Context: an optimization exercise on an open-source flow, tuned for small area. The choices shown serve that exercise and are no tape-out recipe. Function was checked by simulation only, so behaviour that the tests miss may differ from the original. No activity file was given, so power comes from the tool's default toggle rates.

Setup of run 1:
==> flow/design.v <==
module hft_accelerator #(
    parameter CLK_FREQ = 5_000_000,
    parameter BAUD_RATE = 115200
)(
    input  logic clk,
    input  logic rst,
    input  logic uart_rx,
    output logic uart_tx
);
    localparam int CPB = CLK_FREQ / BAUD_RATE;    
    localparam logic [31:0] K_BUY  = 32'd12288000;
    localparam logic [31:0] K_SELL = 32'd28676096;
    logic [31:0] pr [14];           
    logic [13:0] tl;                
    logic [31:0] acc;               
    logic [15:0] qr;                
    logic [4:0]  ph;                
    logic        run;               
    logic        rxact, txact;      
    logic [5:0]  timer;             
    logic [3:0]  bitc;              
    logic [1:0]  bcnt;              
    logic [3:0]  npr;               
    logic        rxs;               
    logic        tx, nb;            
    logic        c0, c1, pos, sub, alnz, adel, holding;
    wire ph0   = (ph == 5'd0);
    wire ph31  = (ph == 5'd31);
    wire ph_lo28 = ~&ph[4:2];                                
    wire t_end = (timer == 6'(CPB - 1));
    wire [5:0] pc = timer;
    wire g_rng  = run & (pc >= 6'd3) & (pc <= 6'd28);
    wire g_cmp  = g_rng &  pc[0];                            
    wire g_add  = g_rng & ~pc[0];                            
    wire l_pass = run & (pc == 6'd29);                       
    wire d_pass = run & (pc == 6'd30);                       
    wire div_p  = run & (pc >= 6'd31) & (pc <= 6'd46);       
    wire qwr_p  = run & (pc[5:4] == 2'b10);                  
    wire mul_p  = run & (pc >= 6'd47) & (pc <= 6'd56);       
    wire mfirst = (pc == 6'd47);
    wire mlast  = run & (pc == 6'd56);
    logic bconst;
    always_comb begin
        case (pc[3:0])
            4'd15, 4'd2, 4'd3, 4'd4, 4'd8: bconst = 1'b1;
            default:                       bconst = 1'b0;
        endcase
    end
    wire rx_shift = rxact & (bcnt == 2'd0) & (bitc == 4'd15) & ~timer[5];
    wire shift    = rx_shift | g_add | l_pass;
    wire rx_wr    = rxact & ~bitc[3] & ~timer[5] & (ph == {~bcnt, bitc[2:0]});
    wire a    = pr[12][31];
    wire b    = pr[13][31];
    wire at   = acc[31];
    wire a27  = acc[27] & ph_lo28;           
    wire m27  = pr[13][27] & ph_lo28;        
    wire xdel = adel & ~ph0;                 
    wire gl   = g_add | l_pass;
    wire en   = l_pass | pos;
    wire qwr  = qwr_p & (ph[3:0] == ~pc[3:0]);
    wire qin  = qwr ? sub : qr[15];
    wire qs   = alnz ? (~ph[4] & qin) : (ph == 5'd16);
    logic x1, y1;
    always_comb begin
        if (d_pass)                         x1 = a27;
        else if (div_p | (mul_p & ~mfirst)) x1 = xdel;
        else if (gl)                        x1 = at;
        else                                x1 = 1'b0;
        if (d_pass)      y1 = m27;
        else if (div_p)  y1 = b ^ sub;
        else if (mul_p)  y1 = bconst & qs;
        else             y1 = gl & en & a;
    end
    wire ci1 = ph0 ? (div_p & sub) : c0;
    wire s1  = x1 ^ y1 ^ ci1;
    wire co1 = (x1 & y1) | (x1 & ci1) | (y1 & ci1);
    wire y2  = gl & en & ~b;
    wire ci2 = ph0 ? (gl & en) : c1;
    wire s2  = s1 ^ y2 ^ ci2;
    wire co2 = (s1 & y2) | (s1 & ci2) | (y2 & ci2);
    wire bwi  = ~ph0 & c0;
    wire dd   = a ^ b ^ bwi;
    wire bwo  = (~a & b) | (~(a ^ b) & bwi);
    wire nzo  = (~ph0 & c1) | dd;
    wire kb   = K_BUY[ph];
    wire ks   = K_SELL[ph];
    wire b1i  = ~ph0 & c1;
    wire b1o  = (~s1 & kb) | (~(s1 ^ kb) & b1i);
    wire b2i  = ~ph0 & pos;
    wire b2o  = (~s1 & ks) | (~(s1 ^ ks) & b2i);
    logic [13:0] pin;                        
    always_comb begin
        pin[0] = rx_wr ? rxs : (shift ? pr[13][31] : pr[0][31]);
        for (int k = 1; k < 13; k++)
            pin[k] = shift ? tl[k-1] : tl[k];
        if (l_pass)      pin[13] = s2;
        else if (d_pass) pin[13] = s1;
        else             pin[13] = shift ? pr[12][31] : pr[13][31];
    end
    for (genvar k = 0; k < 14; k++) begin : g_ring
        assign tl[k] = pr[k][31];
        always_ff @(posedge clk)
            pr[k] <= {pr[k][30:0], pin[k]};
    end
    always_ff @(posedge clk) begin
        acc[31:1] <= acc[30:0];
        if (run & (pc == 6'd3))   acc[0] <= 1'b0;
        else if (g_add)           acc[0] <= s2;
        else if (d_pass)          acc[0] <= a27;
        else if (div_p | mul_p)   acc[0] <= s1;
        else                      acc[0] <= at;
        qr <= {qr[14:0], qin};
        adel <= at;
        rxs <= uart_rx;
    end
    always_ff @(posedge clk) begin
        if (g_cmp) begin
            c0 <= bwo;
            c1 <= nzo;
            if (ph31) pos <= ~dd & nzo;
        end else if (gl) begin
            c0 <= co1;
            c1 <= co2;
        end else if (d_pass | div_p | mul_p) begin
            c0 <= co1;
        end
        if (mlast) begin
            c1  <= ph31 ? (~holding & b1o) : b1o;     
            pos <= ph31 ? ( holding & ~b2o) : b2o;    
        end
        if (d_pass) begin
            sub  <= 1'b1;
            alnz <= (~ph0 & alnz) | m27;
        end else if (div_p & ph31) begin
            sub <= ~s1;
        end
        if (rst)                holding <= 1'b0;
        else if (mlast & ph31)  holding <= holding ? b2o : b1o;
    end
    always_ff @(posedge clk) begin
        if (rst) begin
            ph    <= 5'd0;
            run   <= 1'b0;
            rxact <= 1'b0;
            txact <= 1'b0;
            bcnt  <= 2'd0;
            npr   <= 4'd0;
            tx    <= 1'b1;
        end else begin
            ph <= ph + 5'd1;
            if (rxact | txact) begin
                if (t_end) begin
                    timer <= 6'd0;
                    bitc  <= bitc + 4'd1;
                end else begin
                    timer <= timer + 6'd1;
                end
            end
            if (~rxact & ~run & ~txact & ~rxs) begin
                rxact <= 1'b1;
                timer <= 6'd0;
                bitc  <= 4'd15;
            end
            if (rxact & t_end & (bitc == 4'd7)) begin
                rxact <= 1'b0;
                bcnt  <= bcnt + 2'd1;
                if (bcnt == 2'd3) begin
                    if (npr == 4'd14) begin
                        run   <= 1'b1;
                        timer <= 6'd2;
                    end else begin
                        npr <= npr + 4'd1;
                    end
                end
            end
            if (run & ph31) begin
                timer <= timer + 6'd1;
                if (pc == 6'd56) begin
                    run   <= 1'b0;
                    txact <= 1'b1;
                    timer <= 6'd0;
                    bitc  <= 4'd0;
                    tx    <= 1'b0;
                end
            end
            if (txact & ~bitc[3] & (ph == {bcnt, bitc[2:0]}))
                nb <= (bcnt == 2'd0) ? ((bitc[2:0] == 3'd0) ? c1 :
                                        (bitc[2:0] == 3'd1) ? pos : 1'b0)
                                     : acc[27];
            if (txact & t_end) begin
                if (bitc == 4'd9) begin
                    bitc <= 4'd0;
                    if (bcnt == 2'd2) begin
                        txact <= 1'b0;
                        bcnt  <= 2'd0;
                    end else begin
                        bcnt <= bcnt + 2'd1;
                        tx   <= 1'b0;
                    end
                end else begin
                    tx <= (bitc == 4'd8) ? 1'b1 : nb;
                end
            end
        end
    end
    assign uart_tx = tx;
endmodule
clock: 200.0 ns
lec_check: 0
cap_margin: 20
core_margin: 2
core_utilization: 72
cts_buf_list: sky130_fd_sc_hd__clkbuf_8
cts_cluster_diameter: 50
cts_cluster_size: 18
slew_margin: 20
run.sh (not shown) runs the stock make flow with config.mk's settings and CLKGATE_MAP_FILE= SYNTH_SCRIPT=/design/flow/synth_recipe.tcl, a recipe that flattens the netlist after the stock synthesis.
The following lists how run 2 was set up differently from run 1:
- a change of CTS_BUF_LIST from sky130_fd_sc_hd__clkbuf_8 to sky130_fd_sc_hd__clkbuf_4
- a change of CTS_CLUSTER_SIZE from 18 to 10
- a change of CTS_CLUSTER_DIAMETER from 50 to 40
[summary]
The synthesized-area fraction occupied by and/or/nand/nor cells of run 1 and that of run 2 are within noise of each other.
Diff run 1 -> run 2: routed wire length on met3 decreased by 5.6% relative to the old numbers; share of final layout cell area taken by non-clock buffers closely matched the old numbers; via count of the first global-routing pass increased by 210 relative to the old numbers; post-synthesis adder-cell area fraction closely matched the old numbers.
Run 1 -> run 2: utilization flat
On number of buffers added by the clock tree synthesis step, the lower figure sits with run 1, not run 2.
From run 2 to run 1, number of tap instances did not move at all.
Status: sequential cell area share parity (run 1, run 2)
Minimum clock period after layout: run 2 vs run 1 up 140 ps
For run 3, these inputs were changed with respect to run 2:
- CORE_UTILIZATION changed from 72 to 78
- CTS_CLUSTER_SIZE removed (was 10)
- CTS_BUF_LIST removed (was sky130_fd_sc_hd__clkbuf_4)
- CTS_CLUSTER_DIAMETER removed (was 40)
==> flow/flow/run.sh (new file) <==
#!/bin/bash
# The standard layout (standard.sh) with two changes:
#  * synthesis maps combinational logic with an area-oriented ABC script and
#    without half/full-adder cell extraction (registers are unchanged);
#  * the clock tree is built from clkbuf_8 leaf buffers in small clusters,
#    without dummy loads.
set -euo pipefail
W=$(pwd)
export FLOW_SYNTH_TCL=$W/synth_recipe.tcl
export AREA_ABC_SCRIPT=$W/flow/abc_area.script
export CTS_ARGS="-sink_clustering_enable -repair_clock_nets -dont_use_dummy_load -buf_list sky130_fd_sc_hd__clkbuf_8 -root_buf sky130_fd_sc_hd__clkbuf_16 -sink_clustering_size 18 -sink_clustering_max_diameter 40"
sed -e "s|SYNTH_SCRIPT=[^ ]*|SYNTH_SCRIPT=$W/flow/area_synth.tcl ADDER_MAP_FILE=|" standard.sh > area_standard.sh
grep -q "SYNTH_SCRIPT=$W/flow/area_synth.tcl" area_standard.sh
bash area_standard.sh > flow_make.log 2>&1
==> flow/flow/abc_area.script (new file) <==
strash
&get -n
&fraig -x
&put
dc2
strash
&get -n
&dch -f
&nf -R 1000
&put
==> flow/flow/area_synth.tcl (new file) <==
# The standard synthesis (synth_recipe.tcl), except that ABC maps the
# combinational logic with an area-oriented script (flow/abc_area.script) and
# without the speed script's timing constraints. Registers are not affected:
# the flip-flop mapping and naming happen before ABC runs.
proc abc {args} {
  set out {}
  set skip 0
  foreach a $args {
    if {$skip} { set skip 0; continue }
    if {$a eq "-script" || $a eq "-constr" || $a eq "-D"} { set skip 1; continue }
    lappend out $a
  }
  if {[lsearch $out "-dff"] >= 0} { yosys abc {*}$args; return }
  yosys abc -script $::env(AREA_ABC_SCRIPT) {*}$out
}
source $::env(FLOW_SYNTH_TCL)
==> flow/standard.sh (new file) <==
#!/bin/bash
# synth_recipe.tcl (not shown) runs the flow's synth.tcl, then flattens the netlist and writes it again
# the make line also repeats each setting of config.mk as NAME=value (left out here)
make -C /OpenROAD-flow-scripts/flow DESIGN_CONFIG=/design/flow/config.mk WORK_HOME=/design/flow/orfs CLKGATE_MAP_FILE= SYNTH_SCRIPT=/design/flow/synth_recipe.tcl "${@:-finish}"
removed: flow/run.sh
Notes after the runs:
NOTE: sum of routed wire segments on met1 in run 3 exceeds that of run 2
Looking at combined area of the multi-input logic cells, run 3 sits 22% lower than run 2 does.
Of run 2 and run 3, the run reporting the lower wire length of the first global-routing pass was run 2.
On post-route clock period utilization, run 2 and run 3 are basically level.
Run 2 has lower setup slack than run 3.
Relative to run 2, the met3 demand-to-capacity share in global routing of run 3 is higher by 5.7 points.
| net switching share of the total power | run 3 vs run 2 | ≈ equal |
Run 3 against run 2; final instance area is down by a few percent.
Taking run 2 as the reference, in run 3 post-layout net count dropped about 9%, power climbed 0.93%, number of fill cells dropped 389.
--- input diff run 3..run 4 ---
- putting CTS_CLUSTER_SIZE at 10 where nothing was set
- putting CTS_BUF_LIST at sky130_fd_sc_hd__clkbuf_4 where nothing was set
- putting CTS_CLUSTER_DIAMETER at 40 where nothing was set
- swapping 78 for 85 in CORE_UTILIZATION
==> flow/run.sh (new file) <==
#!/bin/bash
# synth_recipe.tcl (not shown) runs the flow's synth.tcl, then flattens the netlist and writes it again
# the make line also repeats each setting of config.mk as NAME=value (left out here)
make -C /OpenROAD-flow-scripts/flow DESIGN_CONFIG=/design/flow/config.mk WORK_HOME=/design/flow/orfs CLKGATE_MAP_FILE= SYNTH_SCRIPT=/design/flow/synth_recipe.tcl finish
removed: flow/flow/run.sh
removed: flow/flow/abc_area.script
removed: flow/flow/area_synth.tcl
removed: flow/standard.sh
## What came out
Run 4: aborted in detailed placement (3_5_place_dp) (tool error)
Diff run 3 -> run 4 | effective utilization at floorplan | increase of 7.5 points
Summary — post-synthesis adder-cell area fraction, run 4 relative to run 3: higher, by 2.4 points.
Summary of run 4 over run 3: detailed placer's ending HPWL +45%, simple-gate share of the synthesized area roughly the same, area after synthesis +about 4.6%, sequential fraction of the synthesis area fell by 3.9 points.
Number of cells produced by synthesis | run 4 above run 3
Summary of run 4 over run 3: multiplexer share of the synthesized area went up 0.41 points; share of the synthesized area in compound gates (AO/OA/AOI/OAI) neither gained nor lost much; die extent in y shows a reduction of about 2%.
What run 5 does differently from run 4 at the input level:
- a deleted CTS_CLUSTER_SIZE that had been 10
- a deleted CTS_CLUSTER_DIAMETER that had been 40
- a change of CORE_UTILIZATION from 85 to 72
- a deleted CTS_BUF_LIST that had been sky130_fd_sc_hd__clkbuf_4
==> flow/flow/run.sh (new file) <==
#!/bin/bash
# The standard layout (standard.sh) with two changes:
#  * synthesis maps combinational logic with an area-oriented ABC script and
#    without half/full-adder cell extraction (registers are unchanged);
#  * the clock tree is built from clkbuf_8 leaf buffers in small clusters,
#    without dummy loads.
set -euo pipefail
W=$(pwd)
export FLOW_SYNTH_TCL=$W/synth_recipe.tcl
export AREA_ABC_SCRIPT=$W/flow/abc_area.script
export CTS_ARGS="-sink_clustering_enable -repair_clock_nets -dont_use_dummy_load -buf_list sky130_fd_sc_hd__clkbuf_8 -root_buf sky130_fd_sc_hd__clkbuf_16 -sink_clustering_size 16 -sink_clustering_max_diameter 45"
sed -e "s|SYNTH_SCRIPT=[^ ]*|SYNTH_SCRIPT=$W/flow/area_synth.tcl ADDER_MAP_FILE=|" standard.sh > area_standard.sh
grep -q "SYNTH_SCRIPT=$W/flow/area_synth.tcl" area_standard.sh
bash area_standard.sh > flow_make.log 2>&1
==> flow/flow/abc_area.script (new file) <==
strash
&get -n
&fraig -x
&put
dc2
strash
&get -n
&dch -f
&nf -R 1000
&put
==> flow/flow/area_synth.tcl (new file) <==
# The standard synthesis (synth_recipe.tcl), except that ABC maps the
# combinational logic with an area-oriented script (flow/abc_area.script) and
# without the speed script's timing constraints. Registers are not affected:
# the flip-flop mapping and naming happen before ABC runs.
proc abc {args} {
  set out {}
  set skip 0
  foreach a $args {
    if {$skip} { set skip 0; continue }
    if {$a eq "-script" || $a eq "-constr" || $a eq "-D"} { set skip 1; continue }
    lappend out $a
  }
  if {[lsearch $out "-dff"] >= 0} { yosys abc {*}$args; return }
  yosys abc -script $::env(AREA_ABC_SCRIPT) {*}$out
}
source $::env(FLOW_SYNTH_TCL)
==> flow/standard.sh (new file) <==
#!/bin/bash
# synth_recipe.tcl (not shown) runs the flow's synth.tcl, then flattens the netlist and writes it again
# the make line also repeats each setting of config.mk as NAME=value (left out here)
make -C /OpenROAD-flow-scripts/flow DESIGN_CONFIG=/design/flow/config.mk WORK_HOME=/design/flow/orfs CLKGATE_MAP_FILE= SYNTH_SCRIPT=/design/flow/synth_recipe.tcl "${@:-finish}"
removed: flow/run.sh
==> results.txt <==
Run 5 completed every stage of the flow, and the final layout passed the timing, design-rule and antenna checks.
Per the comparison of run 5 with run 4, synthesized area per cell went up; die height went up; share of the synthesized netlist area taken by xor and xnor gates did not really move.
Going from run 4 to run 5, post-synthesis adder-cell area fraction shrinks by 2.4 points.
Any difference in simple-gate area share of the yosys netlist between run 5 and run 4 is small enough to ignore.
Share of cell area taken by muxes after synthesis: run 5 vs run 4 down 0.41 points
Run 5: sequential-to-total area share from yosys stat higher than run 4
NOTE: synthesized netlist net count in run 5 falls short of that of run 4
Between run 4 and run 5, the effective utilization at floorplan is higher for run 4.

==> re-timing with driven ports <==
No port has a modelled driver above. Below, the same layouts with a new extraction and two added sets of constraints.
Step 1 assumes that a clkbuf_16 drives the clock port and a buf_2 every other input.
Step 2 also shifts input and output timing later by t, the mid clock arrival at the registers, as if the neighbouring blocks saw the same clock.
a / b / c = no drivers / after step 1 / after step 2; a / b = the first two.
run	t (ns)	setup slack, ns	clock arrival spread, ns	worst register clock-pin slew, ns	worst data-port slew with drivers (ns)
run 1	0.585	158.554 / 158.515 / 158.386	0.037 / 0.037	0.12 / 0.12	0.03
run 2	0.742	158.411 / 158.371 / 158.389	0.054 / 0.054	0.11 / 0.11	0.03
run 3	0.537	158.641 / 158.598 / 158.242	0.038 / 0.038	0.11 / 0.11	0.04
run 5	0.534	158.671 / 158.627 / 158.188	0.090 / 0.090	0.11 / 0.11	0.04
After both steps setup and hold are still met in every run listed. The setup slack of run 5, which loses most, moves by -0.044 ns with the drivers and by -0.483 ns with both steps.
